Context: an optimization exercise on an open-source flow, tuned for small area and a short achievable clock period. The choices shown serve that exercise and are no tape-out recipe. At most, simulation tests tie the RTL to the original design; equivalence was not proved. Function not checked in run 2: the RTL went through the layout flow alone. Power figures rest on the tool's default switching activity, not on a simulated workload.

### design/flow/run.sh
#!/bin/bash
# synth_recipe.tcl (not shown) runs the flow's synth.tcl, then flattens the netlist and writes it again
# the make line also repeats each setting of config.mk as NAME=value (left out here)
make -C /OpenROAD-flow-scripts/flow DESIGN_CONFIG=/design/flow/config.mk WORK_HOME=/design/flow/orfs CLKGATE_MAP_FILE= SYNTH_SCRIPT=/design/flow/synth_recipe.tcl finish
### design/flow/config.mk
export PLATFORM = sky130hd
export DESIGN_NAME = cpu_top
export DESIGN_NICKNAME = cpu_top
export VERILOG_FILES = /design/flow/design.v
export SDC_FILE = /design/flow/constraint.sdc
export NUM_CORES = 4
export LEC_CHECK = 0
export CAP_MARGIN = 20
export CORE_MARGIN = 2
export CORE_UTILIZATION = 40
export SETUP_SLACK_MARGIN = 0.3
export SLEW_MARGIN = 20
### design/flow/constraint.sdc
create_clock -name core_clock -period 9.0 [get_ports {clk}]
set_input_delay 1.8000 -clock core_clock [delete_from_list [all_inputs] [get_ports {clk}]]
set_output_delay 1.8000 -clock core_clock [all_outputs]
set_load 0.01 [all_outputs]
### design/flow/design.v
module control_unit(
    input wire [6:0] opcode,
    output reg reg_write,
    output reg alu_src,
    output reg branch,
    output reg jump,
    output reg [2:0] alu_control
);
    localparam R_TYPE = 7'b0110011;   
    localparam I_TYPE = 7'b0010011;   
    localparam S_TYPE = 7'b0100011;   
    localparam B_TYPE = 7'b1100011;   
    localparam J_TYPE = 7'b1101111;   
    localparam ADD  = 3'b000;
    localparam SUB  = 3'b001;
    localparam SLL  = 3'b010;
    localparam SLT  = 3'b011;
    localparam SLTU = 3'b100;
    localparam XOR  = 3'b101;
    localparam SRL  = 3'b110;
    localparam OR   = 3'b111;
    always @(*) begin
        reg_write = 1'b0;
        alu_src = 1'b0;
        branch = 1'b0;
        jump = 1'b0;
        alu_control = ADD;
        case (opcode)
            R_TYPE: begin
                reg_write = 1'b1;
                alu_src = 1'b0;
                branch = 1'b0;
                jump = 1'b0;
                alu_control = ADD;   
            end
            I_TYPE: begin
                reg_write = 1'b1;
                alu_src = 1'b1;
                branch = 1'b0;
                jump = 1'b0;
                alu_control = ADD;   
            end
            S_TYPE: begin
                reg_write = 1'b1;
                alu_src = 1'b0;
                branch = 1'b0;
                jump = 1'b0;
                alu_control = SLL;
            end
            B_TYPE: begin
                reg_write = 1'b0;
                alu_src = 1'b0;
                branch = 1'b1;
                jump = 1'b0;
                alu_control = SUB;   
            end
            J_TYPE: begin
                reg_write = 1'b0;
                alu_src = 1'b0;
                branch = 1'b0;
                jump = 1'b1;
                alu_control = ADD;   
            end
            default: begin
                reg_write = 1'b0;
                alu_src = 1'b0;
                branch = 1'b0;
                jump = 1'b0;
                alu_control = ADD;
            end
        endcase
    end
endmodule 
module register_file(
    input wire clk,
    input wire rst,
    input wire reg_write,
    input wire [4:0] rs1,
    input wire [4:0] rs2,
    input wire [4:0] rd,
    input wire [31:0] write_data,
    output reg [31:0] read_data1,
    output reg [31:0] read_data2
);
    reg [31:0] registers [0:31];
    always @(posedge clk or posedge rst) begin
        if (rst) begin
            for (integer i = 0; i < 32; i = i + 1) begin
                registers[i] <= 32'h0;
            end
        end else if (reg_write && rd != 0) begin
            registers[rd] <= write_data;
        end
    end
    always @(*) begin
        if (rs1 == 0)
            read_data1 = 32'h0;   
        else
            read_data1 = registers[rs1];
        if (rs2 == 0)
            read_data2 = 32'h0;   
        else
            read_data2 = registers[rs2];
    end
endmodule 
module alu(
    input wire [31:0] a,
    input wire [31:0] b,
    input wire [2:0] alu_control,
    output reg [31:0] result,
    output reg zero
);
    localparam ADD  = 3'b000;
    localparam SUB  = 3'b001;
    localparam SLL  = 3'b010;
    localparam SLT  = 3'b011;
    localparam SLTU = 3'b100;
    localparam XOR  = 3'b101;
    localparam SRL  = 3'b110;
    localparam OR   = 3'b111;
    always @(*) begin
        case (alu_control)
            ADD:  result = a + b;
            SUB:  result = a - b;
            SLL:  result = a << b[4:0];   
            SLT:  result = ($signed(a) < $signed(b)) ? 32'h1 : 32'h0;
            SLTU: result = (a < b) ? 32'h1 : 32'h0;
            XOR:  result = a ^ b;
            SRL:  result = a >> b[4:0];   
            OR:   result = a | b;
            default: result = 32'h0;
        endcase
        zero = (result == 32'h0);
    end
endmodule 
module immediate_generator(
    input wire [31:0] instruction,
    output reg [31:0] immediate
);
    wire [6:0] opcode = instruction[6:0];
    localparam I_TYPE = 7'b0010011;   
    localparam S_TYPE = 7'b0100011;   
    localparam B_TYPE = 7'b1100011;   
    localparam J_TYPE = 7'b1101111;   
    always @(*) begin
        case (opcode)
            I_TYPE: begin
                immediate = {{20{instruction[31]}}, instruction[31:20]};
            end
            S_TYPE: begin
                immediate = {{20{instruction[31]}}, instruction[31:25], instruction[11:7]};
            end
            B_TYPE: begin
                immediate = {{20{instruction[31]}}, instruction[7], instruction[30:25], instruction[11:8], 1'b0};
            end
            J_TYPE: begin
                immediate = {{12{instruction[31]}}, instruction[19:12], instruction[20], instruction[30:21], 1'b0};
            end
            default: immediate = 32'h0;
        endcase
    end
endmodule 
module seg7_controller(
    input wire clk,
    input wire rst,
    input wire [31:0] value,
    output reg [6:0] seg1,
    output reg [6:0] seg2
);
    wire [3:0] digit1 = value[3:0];
    wire [3:0] digit2 = value[7:4];
    always @(*) begin
        case (digit1)
            4'h0: seg1 = 7'b1000000;
            4'h1: seg1 = 7'b1111001;
            4'h2: seg1 = 7'b0100100;
            4'h3: seg1 = 7'b0110000;
            4'h4: seg1 = 7'b0011001;
            4'h5: seg1 = 7'b0010010;
            4'h6: seg1 = 7'b0000010;
            4'h7: seg1 = 7'b1111000;
            4'h8: seg1 = 7'b0000000;
            4'h9: seg1 = 7'b0010000;
            4'hA: seg1 = 7'b0001000;
            4'hB: seg1 = 7'b0000011;
            4'hC: seg1 = 7'b1000110;
            4'hD: seg1 = 7'b0100001;
            4'hE: seg1 = 7'b0000110;
            4'hF: seg1 = 7'b0001110;
            default: seg1 = 7'b1111111;
        endcase
        case (digit2)
            4'h0: seg2 = 7'b1000000;
            4'h1: seg2 = 7'b1111001;
            4'h2: seg2 = 7'b0100100;
            4'h3: seg2 = 7'b0110000;
            4'h4: seg2 = 7'b0011001;
            4'h5: seg2 = 7'b0010010;
            4'h6: seg2 = 7'b0000010;
            4'h7: seg2 = 7'b1111000;
            4'h8: seg2 = 7'b0000000;
            4'h9: seg2 = 7'b0010000;
            4'hA: seg2 = 7'b0001000;
            4'hB: seg2 = 7'b0000011;
            4'hC: seg2 = 7'b1000110;
            4'hD: seg2 = 7'b0100001;
            4'hE: seg2 = 7'b0000110;
            4'hF: seg2 = 7'b0001110;
            default: seg2 = 7'b1111111;
        endcase
    end
endmodule 
module cpu_top(
    input wire clk,
    input wire rst,
    input wire control,
    input wire [31:0] instr,
    output wire [31:0] pc,
    output wire [6:0] seg1,
    output wire [6:0] seg2
);
    wire [31:0] instruction;
    wire [31:0] alu_result;
    wire [31:0] reg_data1;
    wire [31:0] reg_data2;
    wire [31:0] immediate;
    wire [4:0] rs1;
    wire [4:0] rs2;
    wire [4:0] rd;
    wire [2:0] alu_control;
    wire reg_write;
    wire alu_src;
    wire branch;
    wire jump;
    wire [31:0] pc_next;
    wire [31:0] pc_plus_4;
    wire [31:0] branch_target;
    wire [31:0] jump_target;
    wire pc_src;
    wire [31:0] display_value;
    wire zero;
    reg [31:0] pc_reg;
    always @(posedge clk or posedge rst) begin
        if (rst)
            pc_reg <= 32'h0;
        else if (control)
            pc_reg <= pc_next;
    end
    assign pc = pc_reg;
    assign instruction = instr;
    control_unit ctrl(
        .opcode(instruction[6:0]),
        .reg_write(reg_write),
        .alu_src(alu_src),
        .branch(branch),
        .jump(jump),
        .alu_control(alu_control)
    );
    assign rs1 = instruction[19:15];
    assign rs2 = instruction[24:20];
    assign rd = instruction[11:7];
    register_file rf(
        .clk(clk),
        .rst(rst),
        .reg_write(reg_write),
        .rs1(rs1),
        .rs2(rs2),
        .rd(rd),
        .write_data(alu_result),
        .read_data1(reg_data1),
        .read_data2(reg_data2)
    );
    immediate_generator imm_gen(
        .instruction(instruction),
        .immediate(immediate)
    );
    alu alu_unit(
        .a(reg_data1),
        .b(alu_src ? immediate : reg_data2),
        .alu_control(alu_control),
        .result(alu_result),
        .zero(zero)
    );
    assign pc_plus_4 = pc + 4;
    assign branch_target = pc + immediate;
    assign jump_target = {pc[31:28], instruction[25:0], 2'b00};
    assign pc_src = (branch & ~zero) | jump;   
    assign pc_next = pc_src ? (jump ? jump_target : branch_target) : pc_plus_4;
    assign display_value = {{24{1'b0}}, alu_result[7:0]};   
    seg7_controller seg7_ctrl(
        .clk(clk),
        .rst(rst),
        .value(display_value),
        .seg1(seg1),
        .seg2(seg2)
    );
endmodule 
==> run notes, run 1 <==
- The combined buffer and inverter count along the critical path is 7.
- Hold repair after CTS inserted 0 buffers.
- The floorplan step defined a die boundary enclosing 153300 um2.
- Of the total power, the clock network draws 44.6%.
- The launch point of the worst path is instr[18].
- From left edge to right edge, the die measures 391.5 um.
- Summing the sequential cell areas from Yosys gives 42.66% of the chip area.
- The total area of sequential cells is 25620 um2.
- In this run the number of cells on the critical path is 19.
- Counting instances, the worst hold path has a depth of 1.
- The share of total power dissipated in sequential elements is 42.3%.
- Across all hold checks on the routed design, the worst slack comes to 0.4789 ns.
- The synthesized design spends more area on one cell type than any other, namely sky130_fd_sc_hd__dfrtp_1.
- The data required time of the critical path is 7.20 ns.
- The nature of the critical path endpoint is an output pin.
- The cell area that synthesis handed to floorplanning was 60070 um2.
- The pin count of the biggest net entering global routing is 163.
- The number of enable-type register cells in the synthesized netlist is 0.
- The final worst clock skew is 0.09982 ns.
- The critical path goes through buf_2 -> buf_4 -> and3b_4 -> buf_4 -> and3_1 -> a2111oi_0 -> and4_1 -> a21oi_1 -> buf_4 -> mux2_1 -> a221o_1 -> a221oi_4 -> buf_12 -> inv_1 -> ha_1 -> nand2_1 -> o21ai_0 -> a22o_1 -> dlygate4sd2_1.
- The clock buffer count from CTS is ~110.
- The highest achievable clock rate is 116.5 MHz.
- The minimum setup slack among reg-to-reg paths is approximately 2.1 ns.
- The number of antenna violations at the first check in global routing is 35.
- Net switching is 28.77% of the power.
- The area growth from synthesis to layout is 23.39%.
- The power per unit of standard cell area is 153.4 nW/um2.
- The worst setup path is launched from an input port.
- The number of unique standard cell types used by synthesis is ~110.
- The register with the most flip-flops in the layout has just under 1k of them.
- In this run the static leakage power is 0.03477 uW.
- Synthesis produced a netlist whose cell count is approximately 6.9k.
- The detailed-routing iteration count for the pre-antenna-repair pass is 10.
- For this block, the initial DRC count from the detailed router was about 11k.
- Ranked by instance count, the synthesized netlist is headed by 1024 x sky130_fd_sc_hd__dfrtp_1, 976 x sky130_fd_sc_hd__nand2_1, 758 x sky130_fd_sc_hd__o21ai_0.
- Fill cells in the final layout number 14.12k.
- In this run the worst setup path terminates at seg2[6].
- The post-route clock period utilization is 95.37%.
- The floorplan has 142 rows.
- 81 I/O pins were placed.
- Dividing the detail-routed via count by the number of cells gives roughly 6.9.
- The average instance area after synthesis is 8.654 um2.
- The endpoint of the worst register-to-register path is pc_reg[27]$_DFFE_PP0P_.
- The count of max-cap constraint violations is 0.
- Setup violations remaining at the end of the flow were counted as 0.
- For the pin with the worst max-slew slack, the measured transition is around 1.2 ns.
- The number of buffers on the longest clock path is 3.
- The initial utilization of the core area, before any placement, comes to 40.20%.
- After detailed routing, the total wire length is roughly 350 mm.
- For this run, the leading register cell type out of synthesis is sky130_fd_sc_hd__dfrtp_1.
- The number of nets handed over by synthesis was between 7k and 8k.
- In the final routed layout, each cell accounts on average for 37.17 um.
- CTS placed an instance of sky130_fd_sc_hd__clkbuf_16 at the clock tree root.
- The relative contribution of combinational cells to total power is a little over an eighth.
- Setup repair after global routing left no endpoint under its margin.
- Internal power comes to 8097 uW.
- The flow ran to the end and the layout has no timing, DRC or antenna violations.
- The clock input transition at the sequential cells of the worst setup and hold paths is 0.06 ns.
- The CTS tree is done.
- The level count of the clock H-tree is 3.
- The most common cell type on the critical path is sky130_fd_sc_hd__buf_4.
- At the worst endpoint, the arrival time is 6.78 ns.
- The final cell area excluding filler cells is around 74000 um2.
- The cell area after placement is 69370 um2.
- The share of final-layout standard cells stronger than drive strength 1 is approximately a fifth.
- The area of combinational cells with multiple inputs is 32620 um2.
- In this run, synthesis produced a sequential element count of 1024.
- The count of endpoints failing hold in the final timing report was 0.
- The type of the worst setup path is in2out.
- By area the synthesized netlist is led by sky130_fd_sc_hd__dfrtp_1 43%, sky130_fd_sc_hd__o21ai_0 6.3%, sky130_fd_sc_hd__nand2_1 6.1%, sky130_fd_sc_hd__and3_1 5.3%, sky130_fd_sc_hd__a22oi_1 4.5%.
- The maximum resistive drop on vdd is 0.1636 mV.
- Once layout is complete, the utilization of the core stands at around 50%.
- From bottom edge to top edge, the die measures 391.5 um.
- The congestion estimate from routability-driven global placement came to 1.056.
- The share of synthesized flip-flops with an asynchronous set or reset is 100.0%.
- The synthesized design devotes to its leading area cell type between 40% and 50% of total area.
- The count of warnings emitted by yosys is 7.
- For this design the total switching power over the nets is 3270 uW.
- The largest fanout on the critical path is 14.
- The wire-length estimate of the detail-placed layout is 245.4 mm.
- In this run the worst hold path is classified as reg2reg.
- The cell depth of the worst flop-to-flop path is 31.
- The placeable core region is 149400 um2.
- The number of global-route vias before repair is 61.85k.
- By instance count, the leading cell after synthesis is sky130_fd_sc_hd__dfrtp_1.
- Detailed routing inserted a total of 66.14k vias.
- Global routing finished with a remaining overflow of 0.
- The number of input and output port buffers inserted is 80.
- The delay of the slowest cell on the worst path is around 0.58 ns.
- The clock reaches the later pin of the worst-skew pair after roughly 0.81 ns.
- The clock net in this run drives a total of 1024 sinks.
- The first global-routing pass estimated 490.1 mm of wire.
- In this design, the largest share of critical-path delay is due to compound AO/OA/AOI/OAI gates.
- The minimum clock period after layout is 8.583 ns.
- The residual antenna-violating net count after detailed routing is 0.
- The relative slew slack is approximately 18%.
- After detailed routing, the number of remaining DRC violations is 0.
- The max-slew violation count was 0.
- The count of nets after finishing is approximately 7.6k.
- The cell at the slowest stage of the critical path is sky130_fd_sc_hd__and4_1.
- The worst register-to-register path begins at rf.registers[9][0]$_DFFE_PP0P_.
- Across every metal layer, demand over resource in global routing totals 45.30%.
==> power by group through the flow <==
| stage | sequential, uW | clock [uW] | combinational (uW) |
|---|---|---|---|
| floorplan | 4860 | 0 | 658 |
| global placement | 4890 | 0 | 1390 |
| detailed placement | 4890 | 0 | 1400 |
| CTS | 4800 | 5060 | 1410 |
| global route | 4810 | 5250 | 1540 |
| finish | 4810 | 5070 | 1490 |
==> per-stage QoR <==
| stage | worst slack (ns) | TNS (ns) | instances | total power, uW |
|---|---|---|---|---|
| after global routing | 0.2983 | 0 | 9528 | 11610 |
| after detailed placement | -0.5327 | -15.44 | 9286 | 6285 |
| after CTS | 0.1354 | 0 | 9513 | 11280 |
| after global placement | -0.4747 | -14.17 | 9286 | 6278 |
| final | 0.4167 | 0 | 9548 | 11370 |
| after floorplan | -6.914 | -7079.87 | 6942 | 5516 |
==> cell families after synthesis <==
group	synth area share (%)
simple gates	21.59
mux	3.789
buf+inv	4.974
fa+ha+maj	2.329
xor+xnor	0.5978
compound gates	24.06
flops	42.66
==> layout by cell type (no fill, tap or decap), types with 59 or more instances in the layout <==
| master | count |
|---|---|
| sky130_fd_sc_hd__o21ai_0 | 752 |
| sky130_fd_sc_hd__nand3_1 | 241 |
| sky130_fd_sc_hd__dfrtp_1 | 1024 |
| sky130_fd_sc_hd__a2111oi_0 | 120 |
| sky130_fd_sc_hd__a21oi_1 | 325 |
| sky130_fd_sc_hd__inv_1 | 87 |
| sky130_fd_sc_hd__buf_12 | 86 |
| sky130_fd_sc_hd__and3_1 | 504 |
| sky130_fd_sc_hd__nand4_1 | 126 |
| sky130_fd_sc_hd__clkdlybuf4s50_1 | 59 |
| sky130_fd_sc_hd__clkbuf_16 | 116 |
| sky130_fd_sc_hd__mux2_2 | 166 |
| sky130_fd_sc_hd__nand2_1 | 949 |
| sky130_fd_sc_hd__ha_1 | 105 |
| sky130_fd_sc_hd__buf_4 | 847 |
| sky130_fd_sc_hd__a221oi_1 | 82 |
| sky130_fd_sc_hd__nor2_1 | 337 |
| sky130_fd_sc_hd__a22oi_1 | 359 |
==> worst min-delay path by stage <==
stage	startpoint	end
3_5_place_dp	pc_reg[31]$_DFFE_PP0P_	pc_reg[31]$_DFFE_PP0P_
6_report	pc_reg[31]$_DFFE_PP0P_	pc_reg[31]$_DFFE_PP0P_
4_1_cts	pc_reg[31]$_DFFE_PP0P_	pc_reg[31]$_DFFE_PP0P_
3_3_place_gp	pc_reg[31]$_DFFE_PP0P_	pc_reg[31]$_DFFE_PP0P_
5_1_grt	pc_reg[31]$_DFFE_PP0P_	pc_reg[31]$_DFFE_PP0P_
2_1_floorplan	rf.registers[10][2]$_DFFE_PP0P_	rf.registers[10][2]$_DFFE_PP0P_
==> worst reg2reg max path: cells and delay by family, from the launching register on <==
kind | cells | cell delay [ns]
compound gates | 8 | 2.28
xor+xnor | 1 | 0.17
fa+ha+maj | 3 | 0.59
buf+inv | 8 | 1.21
flops | 1 | 0.44
simple gates | 11 | 2.03
==> layout make-up <==
class,count,share of cell area (%)
Tap cell,2016,3.403
Multi-Input combinational cell,5164,44.01
Clock buffer,146,4.308
Inverter,94,0.4878
Antenna cell,25,0.08440
Sequential cell,1024,34.57
Clock inverter,62,1.097
Timing Repair Buffer,1017,12.04
==> layer usage <==
metal  track usage (%)  vias up  wire length (um)  share of wire [%]
li1                  -    26680                 -                  -
met1             57.33    32192            131400                 37
met2             63.42     5570            142300                 40
met3             17.75     1670             51500                 15
met4             30.38       30             29430                8.3
met5            0.7337        -               252              0.071
==> repair_timing <==
action	4_1_cts	5_1_grt
gates cloned	1	2
buffers inserted	18	8
pin swaps	16	16
gates resized for setup	35	75
setup endpoints to repair	23	46
endpoints found under the hold margin	0	0
==> run 2, diff against run 1 <==
==> design/flow/design.v (replaced) <==
module cpu_top(
    input wire clk,
    input wire rst,
    input wire control,
    input wire [31:0] instr,
    output wire [31:0] pc,
    output wire [6:0] seg1,
    output wire [6:0] seg2
);
    wire [6:0] op  = instr[6:0];
    wire [4:0] rd  = instr[11:7];
    wire [4:0] rs1 = instr[19:15];
    wire [4:0] rs2 = instr[24:20];
    wire is_r = (op == 7'b0110011);
    wire is_i = (op == 7'b0010011);
    wire is_s = (op == 7'b0100011);
    wire is_b = (op == 7'b1100011);
    wire is_j = (op == 7'b1101111);
    wire reg_write = is_r | is_i | is_s;
    reg [31:0] pc_reg;
    reg [31:0] regs [1:31];
    reg [31:1] valid;
    reg [31:0] a, b2;
    integer i;
    always @(*) begin
        a = 32'h0;
        b2 = 32'h0;
        for (i = 1; i < 32; i = i + 1) begin
            a  = a  | ({32{(rs1 == i) & valid[i]}} & regs[i]);
            b2 = b2 | ({32{(rs2 == i) & valid[i]}} & regs[i]);
        end
    end
    wire [31:0] imm_i = {{20{instr[31]}}, instr[31:20]};
    wire [31:0] imm_b = {{20{instr[31]}}, instr[7], instr[30:25], instr[11:8], 1'b0};
    wire [31:0] sum = a + (is_i ? imm_i : b2);
    wire [31:0] shl = a << b2[4:0];
    wire [7:0]  dif = a[7:0] - b2[7:0];
    wire [31:0] wdata = is_s ? shl : sum;
    wire [7:0]  disp = is_s ? shl[7:0] : (is_b ? dif : sum[7:0]);
    wire taken = is_b & (a != b2);
    wire [31:0] pc_next = is_j ? {pc_reg[31:28], instr[25:0], 2'b00}
                        : taken ? pc_reg + imm_b : pc_reg + 32'd4;
    always @(posedge clk or posedge rst) begin
        if (rst)
            pc_reg <= 32'h0;
        else if (control)
            pc_reg <= pc_next;
    end
    assign pc = pc_reg;
    integer k;
    always @(posedge clk or posedge rst) begin
        if (rst)
            valid <= 31'h0;
        else if (reg_write && rd != 5'd0)
            valid[rd] <= 1'b1;
    end
    always @(posedge clk) begin
        if (reg_write && rd != 5'd0)
            regs[rd] <= wdata;
    end
    function [6:0] seg7(input [3:0] d);
        case (d)
            4'h0: seg7 = 7'b1000000;
            4'h1: seg7 = 7'b1111001;
            4'h2: seg7 = 7'b0100100;
            4'h3: seg7 = 7'b0110000;
            4'h4: seg7 = 7'b0011001;
            4'h5: seg7 = 7'b0010010;
            4'h6: seg7 = 7'b0000010;
            4'h7: seg7 = 7'b1111000;
            4'h8: seg7 = 7'b0000000;
            4'h9: seg7 = 7'b0010000;
            4'hA: seg7 = 7'b0001000;
            4'hB: seg7 = 7'b0000011;
            4'hC: seg7 = 7'b1000110;
            4'hD: seg7 = 7'b0100001;
            4'hE: seg7 = 7'b0000110;
            default: seg7 = 7'b0001110;
        endcase
    endfunction
    assign seg1 = seg7(disp[3:0]);
    assign seg2 = seg7(disp[7:4]);
endmodule
==> run 2 against run 1 <==
- now fails the layout checks on antenna rules
- count of clock-buffer cells in the layout shrank 13
- area after synthesis decreased by 4.2%
- highest routed layer unchanged
- register-to-register slack gained 0.34 ns
- die area down 4.2%
- largest power group is now sequential cells
- critical path type unchanged
- global-route usage increased by 8.4 points
==> run notes, run 2 <==
- In the layout the commonest cells are 992 x sky130_fd_sc_hd__edfxtp_1, 799 x sky130_fd_sc_hd__nand2_1, 547 x sky130_fd_sc_hd__buf_4, 328 x sky130_fd_sc_hd__o22ai_1, 316 x sky130_fd_sc_hd__nand4_1.
- The cell at the slowest stage of the critical path is sky130_fd_sc_hd__mux4_2.
- The total overflow reported by the global router is 0 (unchanged).
- The number of input and output port buffers inserted is 79 (-1.3%).
- The area of the die is 146900 um2 (-4.2%).
- The final worst clock skew is 0.08889 ns (-0.01094 ns).
- The standard-cell row count is 139 (-2.1%).
- The synthesized instance count was 5349 (-23%).
- The maximum resistive drop on vdd was 0.2415 mV (+48%).
- The actual transition at the worst max-transition pin is 1.410 ns (+0.1815 ns).
- The worst endpoint data arrival time is 6.78 ns (about the same).
- For this run, the leading register cell type out of synthesis is sky130_fd_sc_hd__edfxtp_1.
- The placeable core region is 143100 um2 (-4.2%).
- sky130_fd_sc_hd__edfxtp_1 takes more of the synthesized area than any other cell.
- The average detailed-routed wire length per instance is 52.05 um (+40%).
- The global placer's final weighted congestion came to 1.085 (+2.8%).
- The total wire length is 404.8 mm (+14%).
- The total standard cell area after synthesis is 57530 um2 (-4.2%).
- The number of antenna violations at the first check in global routing is 52 (+49%).
- The largest fanout on the critical path is 20 (+6).
- The worst-case hold slack is 0.4721 ns (-0.006844 ns).
- The clock buffer count from CTS is 116 (+1.8%).
- The fill cell instance count of the final layout is 13.19k (-6.6%).
- The max-slew violation count is 0 (unchanged).
- TritonCTS built the clock tree.
- The number of enable-type register cells in the synthesized netlist is 992 (+992).
- The type of element launching the critical path is an input port.
- The DRC marker count from the first detailed-route iteration is 12.64k (+11%).
- The pin count of the biggest net entering global routing is 63 (-61%).
- The count of endpoints failing hold in the final timing report came to 0 (unchanged).
- The layout checks failed on antenna rules.
- The data required time of the critical path was 7.20 ns (about the same).
- Sorting the synthesized cells by area gives the leading types as sky130_fd_sc_hd__edfxtp_1 52%, sky130_fd_sc_hd__nand2_1 5.2%, sky130_fd_sc_hd__o22ai_1 3.7%, sky130_fd_sc_hd__nand4_1 3.4%, sky130_fd_sc_hd__dfrtp_1 2.7%.
- By count the netlist is led by 992 x sky130_fd_sc_hd__edfxtp_1, 801 x sky130_fd_sc_hd__nand2_1, 342 x sky130_fd_sc_hd__o22ai_1.
- Among the stages of the critical path, the cell type that occurs most often is sky130_fd_sc_hd__buf_4.
- The y dimension of the die is 383.2 um (-2.1%).
- The count of warnings emitted by yosys was 1 (-6).
- The delay of the slowest cell on the worst path is 0.46 ns (-0.12 ns).
- Setup repair after global routing could not meet its margin everywhere.
- The count of nets after finishing came to 5838 (-23%).
- The number of unique standard cell types used by synthesis came to 117 (+5.4%).
- Broken down by cell family, the worst path's largest delay share belongs to buffers and inverters.
- The clock input transition at the sequential cells of the worst setup and hold paths is 0.06 ns (about the same).
- The level count of the clock H-tree is 3 (unchanged).
- The setup path with the least slack is of type in2out.
- The leading cell type in the layout, fill and taps excluded is sky130_fd_sc_hd__edfxtp_1.
- The flop and latch count out of synthesis came to 1054 (+2.9%).
- The power per unit of standard cell area is 178.5 nW/um2 (+16%).
- The share of final-layout standard cells stronger than drive strength 1 was 17.32% (-3.5 points).
- The post-route clock period utilization is 95.33% (about the same).
- The combined buffer and inverter count along the critical path came to 7 (unchanged).
- The latest clock arrival within the worst-skew pair came to 0.82 ns (about the same).
- The number of clock sinks is 1054 (+2.9%).
- The class of the worst hold path is reg2reg.
- The minimum clock period after layout is 8.580 ns (-0.003734 ns).
- The quantity of hold-fixing buffers added after cts is 0 (unchanged).
- The flip-flop count of the largest register, all copies and words added is 992 (unchanged).
- The residual antenna-violating net count after detailed routing was 1 (+1).
- The total global routing track utilization was 53.66% (+8.4 points).
- The top-area cell type share of the netlist area is 51.78% (+9.1 points).
- The die boundary width is 383.2 um (-2.1%).
- The number of buffers on the longest clock path is 3 (unchanged).
- Traced cell by cell, the critical path runs through clkdlybuf4s50_1 -> buf_12 -> and3_2 -> and3_1 -> buf_4 -> a221o_1 -> nor4_2 -> nand4_1 -> buf_4 -> buf_4 -> ha_1 -> a211oi_1 -> nor2_1 -> o21a_1 -> nor2_1 -> xnor2_1 -> a21oi_1 -> o21a_1 -> ha_1 -> inv_1 -> mux4_2 -> dlygate4sd2_1.
- The relative slew slack is 5.985% (-12 points).
- The total I/O pin count is 81 (unchanged).
- The number of setup violations in the final report came to 0 (unchanged).
- The global-route wire length before repair is 523.1 mm (+6.7%).
- The number of global-route vias before repair is 55.01k (-11%).
- Relative to the synthesized area, the layout overhead comes to 18.84%.
- The flow ran to the end, but the layout failed its checks.
- The final-layout setup total negative slack is 0 ns (unchanged).
- The detailed placer's ending HPWL is 267.1 mm (+8.8%).
- The cell leakage power is 0.02293 uW (-34%).
- The initial cell density of the core came to 40.19% (about the same).
- The DRC violation count after routing is 0 (unchanged).
- The nature of the critical path endpoint is an output pin.
- The total power draw is 12200 uW (+7.3%).
- The share of synthesized flip-flops with an asynchronous set or reset was 5.882% (-94 points).
- The via total after detailed routing is 61.53k (-7.0%).
- The count of max-cap constraint violations is 0 (unchanged).
- sky130_fd_sc_hd__edfxtp_1 is the most common cell in the netlist.
- The net count after synthesis is 5480 (-23%).
- The fraction of the core area covered by cells at the end of the flow is 47.77% (-1.8 points).
- CTS placed an instance of sky130_fd_sc_hd__clkbuf_16 at the clock tree root.
- The via density per instance is 7.913 (+14%).
- The highest achievable clock rate is 116.6 MHz (about the same).
- The detailed-routing iteration count for the pre-antenna-repair pass is 13 (+3).
- The average instance area after synthesis was 10.76 um2 (+24%).
- The post-synthesis sequential area ratio came to 54.48% (+12 points).
-- run 2: what timing repair did --
action / 4_1_cts / 5_1_grt
pin swaps: 11 / 7
resized for setup: 31 / 13
setup buffers: 4 / 7
endpoints found under the setup margin: 10 / 8
-- run 2: logic make-up after synthesis --
logic type / count (synthesis) / share of synthesized area [%]
XOR/XNOR: 109 / 1.659
flip-flops: 1054 / 54.48
other: 1 / 0.006518
adder cells (fa/ha/maj): 97 / 2.147
AO/OA/AOI/OAI: 1140 / 14.30
buffers and inverters: 516 / 4.006
AND/OR/NAND/NOR: 2324 / 21.46
multiplexers: 108 / 1.947
-- run 2: report_power, final --
group	leakage [uW]	total, uW	switching [uW]	internal, uW
Clock	0.00190	5060	2250	2810
Sequential	0.0100	5530	112	5420
Combinational	0.0110	1610	1120	487
Total	0.0229	12200	3490	8710
-- run 2: metrics by stage --
stage | instance area [um2] | instances | setup slack [ns]
finish | 68370 | 7776 | 0.4205
global placement | 63900 | 7474 | -0.2071
floorplan | 57530 | 5349 | 0.6039
global route | 68210 | 7711 | 0.2760
CTS | 67990 | 7694 | 0.3018
detailed placement | 63950 | 7476 | -0.1909
-- run 2: layer usage --
layer | global-route usage (%) | share of wire (%)
met4 | 46.91 | 12
met1 | 60.62 | 33
met5 | 2.149 | 0.12
met3 | 27.69 | 15
met2 | 73.57 | 39
-- run 2: layout make-up --
class | count | area, um2 | area share (%)
well taps | 1903 | 2381 | 3.483
repair buffers | 665 | 5625 | 8.228
inverters | 91 | 341.6 | 0.4996
diodes | 70 | 175.2 | 0.2562
multi-input cells | 3779 | 24540 | 35.89
flip-flops and latches | 1054 | 31380 | 45.89
clock buffers | 133 | 3039 | 4.445
clock inverters | 81 | 890.9 | 1.303
-- run 2: final timing paths --
check / from / endpoint / slack [ns] / cells past startpoint
worst max-delay path: instr[15] / seg2[3] / 0.42 / 22
min in group asynchronous: rst / pc_reg[11]$_DFFE_PP0P_ / 1.61 / 3
worst min register to register: pc_reg[31]$_DFFE_PP0P_ / pc_reg[31]$_DFFE_PP0P_ / 0.47 / 1
worst max register to register: valid[3]$_DFFE_PP0P_ / regs[30][29]$_DFFE_PP_ / 2.48 / 23
max in group asynchronous: rst / valid[20]$_DFFE_PP0P_ / 6.69 / 3
worst min-delay path: pc_reg[31]$_DFFE_PP0P_ / pc_reg[31]$_DFFE_PP0P_ / 0.47 / 1
==> run 3, diff against run 2 <==
--- a/design/flow/design.v
+++ b/design/flow/design.v
@@ -36,5 +36,21 @@
     wire [31:0] shl = a << b2[4:0];
-    wire [7:0]  dif = a[7:0] - b2[7:0];
     wire [31:0] wdata = is_s ? shl : sum;
-    wire [7:0]  disp = is_s ? shl[7:0] : (is_b ? dif : sum[7:0]);
+    wire [7:0] xa = a[7:0];
+    wire [7:0] ya = is_i ? imm_i[7:0] : b2[7:0];
+    wire [7:0] ys = ~b2[7:0];
+    wire [4:0] lo_a  = {1'b0, xa[3:0]} + {1'b0, ya[3:0]};
+    wire [3:0] hi_a0 = xa[7:4] + ya[7:4];
+    wire [3:0] hi_a1 = xa[7:4] + ya[7:4] + 4'd1;
+    wire [4:0] lo_s  = {1'b0, xa[3:0]} + {1'b0, ys[3:0]} + 5'd1;
+    wire [3:0] hi_s0 = xa[7:4] + ys[7:4];
+    wire [3:0] hi_s1 = xa[7:4] + ys[7:4] + 4'd1;
+    wire [7:0] shl8 = xa << b2[4:0];
+    wire [6:0] s1_add = seg7(lo_a[3:0]);
+    wire [6:0] s2_add = lo_a[4] ? seg7(hi_a1) : seg7(hi_a0);
+    wire [6:0] s1_sub = seg7(lo_s[3:0]);
+    wire [6:0] s2_sub = lo_s[4] ? seg7(hi_s1) : seg7(hi_s0);
+    wire [6:0] s1_shl = seg7(shl8[3:0]);
+    wire [6:0] s2_shl = seg7(shl8[7:4]);
+    assign seg1 = is_s ? s1_shl : (is_b ? s1_sub : s1_add);
+    assign seg2 = is_s ? s2_shl : (is_b ? s2_sub : s2_add);
     wire taken = is_b & (a != b2);
@@ -80,4 +96,2 @@
     endfunction
-    assign seg1 = seg7(disp[3:0]);
-    assign seg2 = seg7(disp[7:4]);
 endmodule
--- a/design/flow/config.mk
+++ b/design/flow/config.mk
@@ -9,4 +9,4 @@
 export CORE_MARGIN = 2
-export CORE_UTILIZATION = 40
-export SETUP_SLACK_MARGIN = 0.3
+export CORE_UTILIZATION = 65
+export SETUP_SLACK_MARGIN = 2.5
 export SLEW_MARGIN = 20
==> run 3 against run 2 <==
- the flow now stops in global routing (5_1_grt)
- synthesized cell count is 6.3% higher
- area after synthesis is 1.3% higher
==> run notes, run 3 <==
- The die boundary width is 303.5 um (-21%).
- Global routing used 77.79% of the available tracks.
- The number of enable-type register cells in the synthesized netlist is 992 (unchanged).
- The synthesized instance count is 5685 (+6.3%).
- The post-synthesis sequential area ratio is 53.76% (-0.72 points).
- The share of synthesized flip-flops with an asynchronous set or reset came to 5.882% (unchanged).
- Ranked by total cell area, the synthesized netlist is headed by sky130_fd_sc_hd__edfxtp_1 51%, sky130_fd_sc_hd__nand2_1 7.1%, sky130_fd_sc_hd__o22ai_1 6.5%, sky130_fd_sc_hd__nand4_1 4.2%, sky130_fd_sc_hd__ha_1 2.7%.
- The count of warnings emitted by yosys is 1 (unchanged).
- The last flow stage reached is global routing (5_1_grt).
- The top-area cell type share of the netlist area is 51.09% (-0.69 points).
- The total standard cell area after synthesis came to 58300 um2 (+1.3%).
- The standard-cell row count was 109 (-22%).
- The y dimension of the die is 303.5 um (-21%).
- The dominant cell by count in the synthesized netlist is sky130_fd_sc_hd__nand2_1.
- The number of clock sinks is 1054 (unchanged).
- The number of unique standard cell types used by synthesis was 104 (-11%).
- The clock buffer count from CTS came to 105 (-9.5%).
- The average instance area after synthesis is 10.26 um2 (-4.6%).
- The initial cell density of the core was 65.77% (+26 points).
- The level count of the clock H-tree was 3 (unchanged).
- The flop and latch count out of synthesis is 1054 (unchanged).
- Entering global routing, the biggest net connects 63 pins.
- After global routing the overflow that remains totals 2.
- The most used flip-flop cell after synthesis is sky130_fd_sc_hd__edfxtp_1.
- The tool reported: "[ERROR GRT-0232] Routing congestion too high. Check the congestion heatmap in the GUI".
- The biggest area consumer among synthesized cells is sky130_fd_sc_hd__edfxtp_1.
- The worst slack at placement is -0.4214 ns (-0.2306 ns).
- The quantity of hold-fixing buffers added after cts is 0 (unchanged).
- The net count after synthesis is 5850 (+6.8%).
- The number of input and output port buffers inserted is 79 (unchanged).
- By count the netlist is led by 1099 x sky130_fd_sc_hd__nand2_1, 992 x sky130_fd_sc_hd__edfxtp_1, 608 x sky130_fd_sc_hd__o22ai_1.
- The detailed placer's ending HPWL was 199.8 mm (-25%).
- The total I/O pin count was 81 (unchanged).
- The root buffer cell chosen for the clock tree is sky130_fd_sc_hd__clkbuf_16.
- The global placer's final weighted congestion was 1.299 (+20%).
- The run stopped with a tool error.
- The number of buffers on the longest clock path is 3 (unchanged).
==> run 3: cell types whose count changed after synthesis, moves of 32 or more <==
cell,previous run,this run
sky130_fd_sc_hd__ha_1,93,125
sky130_fd_sc_hd__nand3_1,245,102
sky130_fd_sc_hd__buf_1,27,77
sky130_fd_sc_hd__or3_1,216,95
sky130_fd_sc_hd__o22ai_1,342,608
sky130_fd_sc_hd__nor4_1,77,136
sky130_fd_sc_hd__a22oi_1,66,9
sky130_fd_sc_hd__nor3_1,57,118
sky130_fd_sc_hd__and3_1,88,40
sky130_fd_sc_hd__nand4_1,316,389
sky130_fd_sc_hd__nand2_1,801,1099
==> run 3: how the worst max path moves through the flow <==
stage / start / endpoint / slack [ns] / cells past startpoint
3_3_place_gp: instr[22] / seg2[1] / -0.30 / 26
4_1_cts: instr[19] / seg2[0] / 1.0 / 24
2_1_floorplan: instr[16] / seg2[4] / 1.25 / 23
3_5_place_dp: instr[22] / seg2[0] / -0.42 / 24
==> run 3: layer usage <==
metal | track usage, % | GRT overflow
met5 | 53.05 | 0
met4 | 72.51 | 2
met3 | 66.62 | 0
met2 | 88.93 | 0
met1 | 79.91 | 0
==> run 3: cell families after synthesis <==
logic type	share of synthesized area (%)
AOI/OAI and AO/OA	14.95
xor gates and xnor gates	1.796
adders and majority gates	2.871
buffers and inverters	4.026
DFF	53.76
muxes	2.389
other	0.006432
and+or+nand+nor	20.21
==> run 3: repair_timing <==
item	in CTS
gates resized for setup	288
setup buffers	96
pin swaps	81
endpoints found under the setup margin	782
gates cloned	10
==> run 3: stage by stage <==
step                total power [uW]  cells  instance area, um2
CTS                            11550   7224               68720
detailed placement              6987   6921               63490
global placement                6957   6919               63440
floorplan                       6373   5685               59580
==> run 3: power by group through the flow <==
stage | Clock [uW] | Combinational [uW] | Sequential, uW
4_1_cts | 4580 | 1450 | 5510
3_5_place_dp | 0 | 1370 | 5610
3_3_place_gp | 0 | 1340 | 5610
2_1_floorplan | 0 | 799 | 5570

[what the ideal ports hide]
How much do the figures lean on ideal ports? The routed layouts below were timed once more, with nothing changed but the port constraints.
Step 1 sets driving cells, clkbuf_16 on the clock port and buf_2 on the other inputs (assumed; they add their load-dependent delay and slew).
Step 2 moves the port delays by t, midway between the first and last clock arrival at a register: inputs arrive t later, outputs are due t later. That takes back most of the time a late clock gives input paths.
a / b / c = no drivers / after step 1 / after step 2; a / b = the first two.
run	t (ns)	setup WS [ns]	hold slack, ns	worst register clock-pin slew, ns
run 1	0.860	0.417 / 0.392 / -0.101	0.479 / 0.479 / 0.479	0.07 / 0.07
run 2	0.867	0.420 / 0.394 / -0.138	0.472 / 0.472 / 0.472	0.07 / 0.07
For run 2, which loses most, drivers alone change the setup slack by -0.026 ns; drivers and shift together by -0.558 ns.
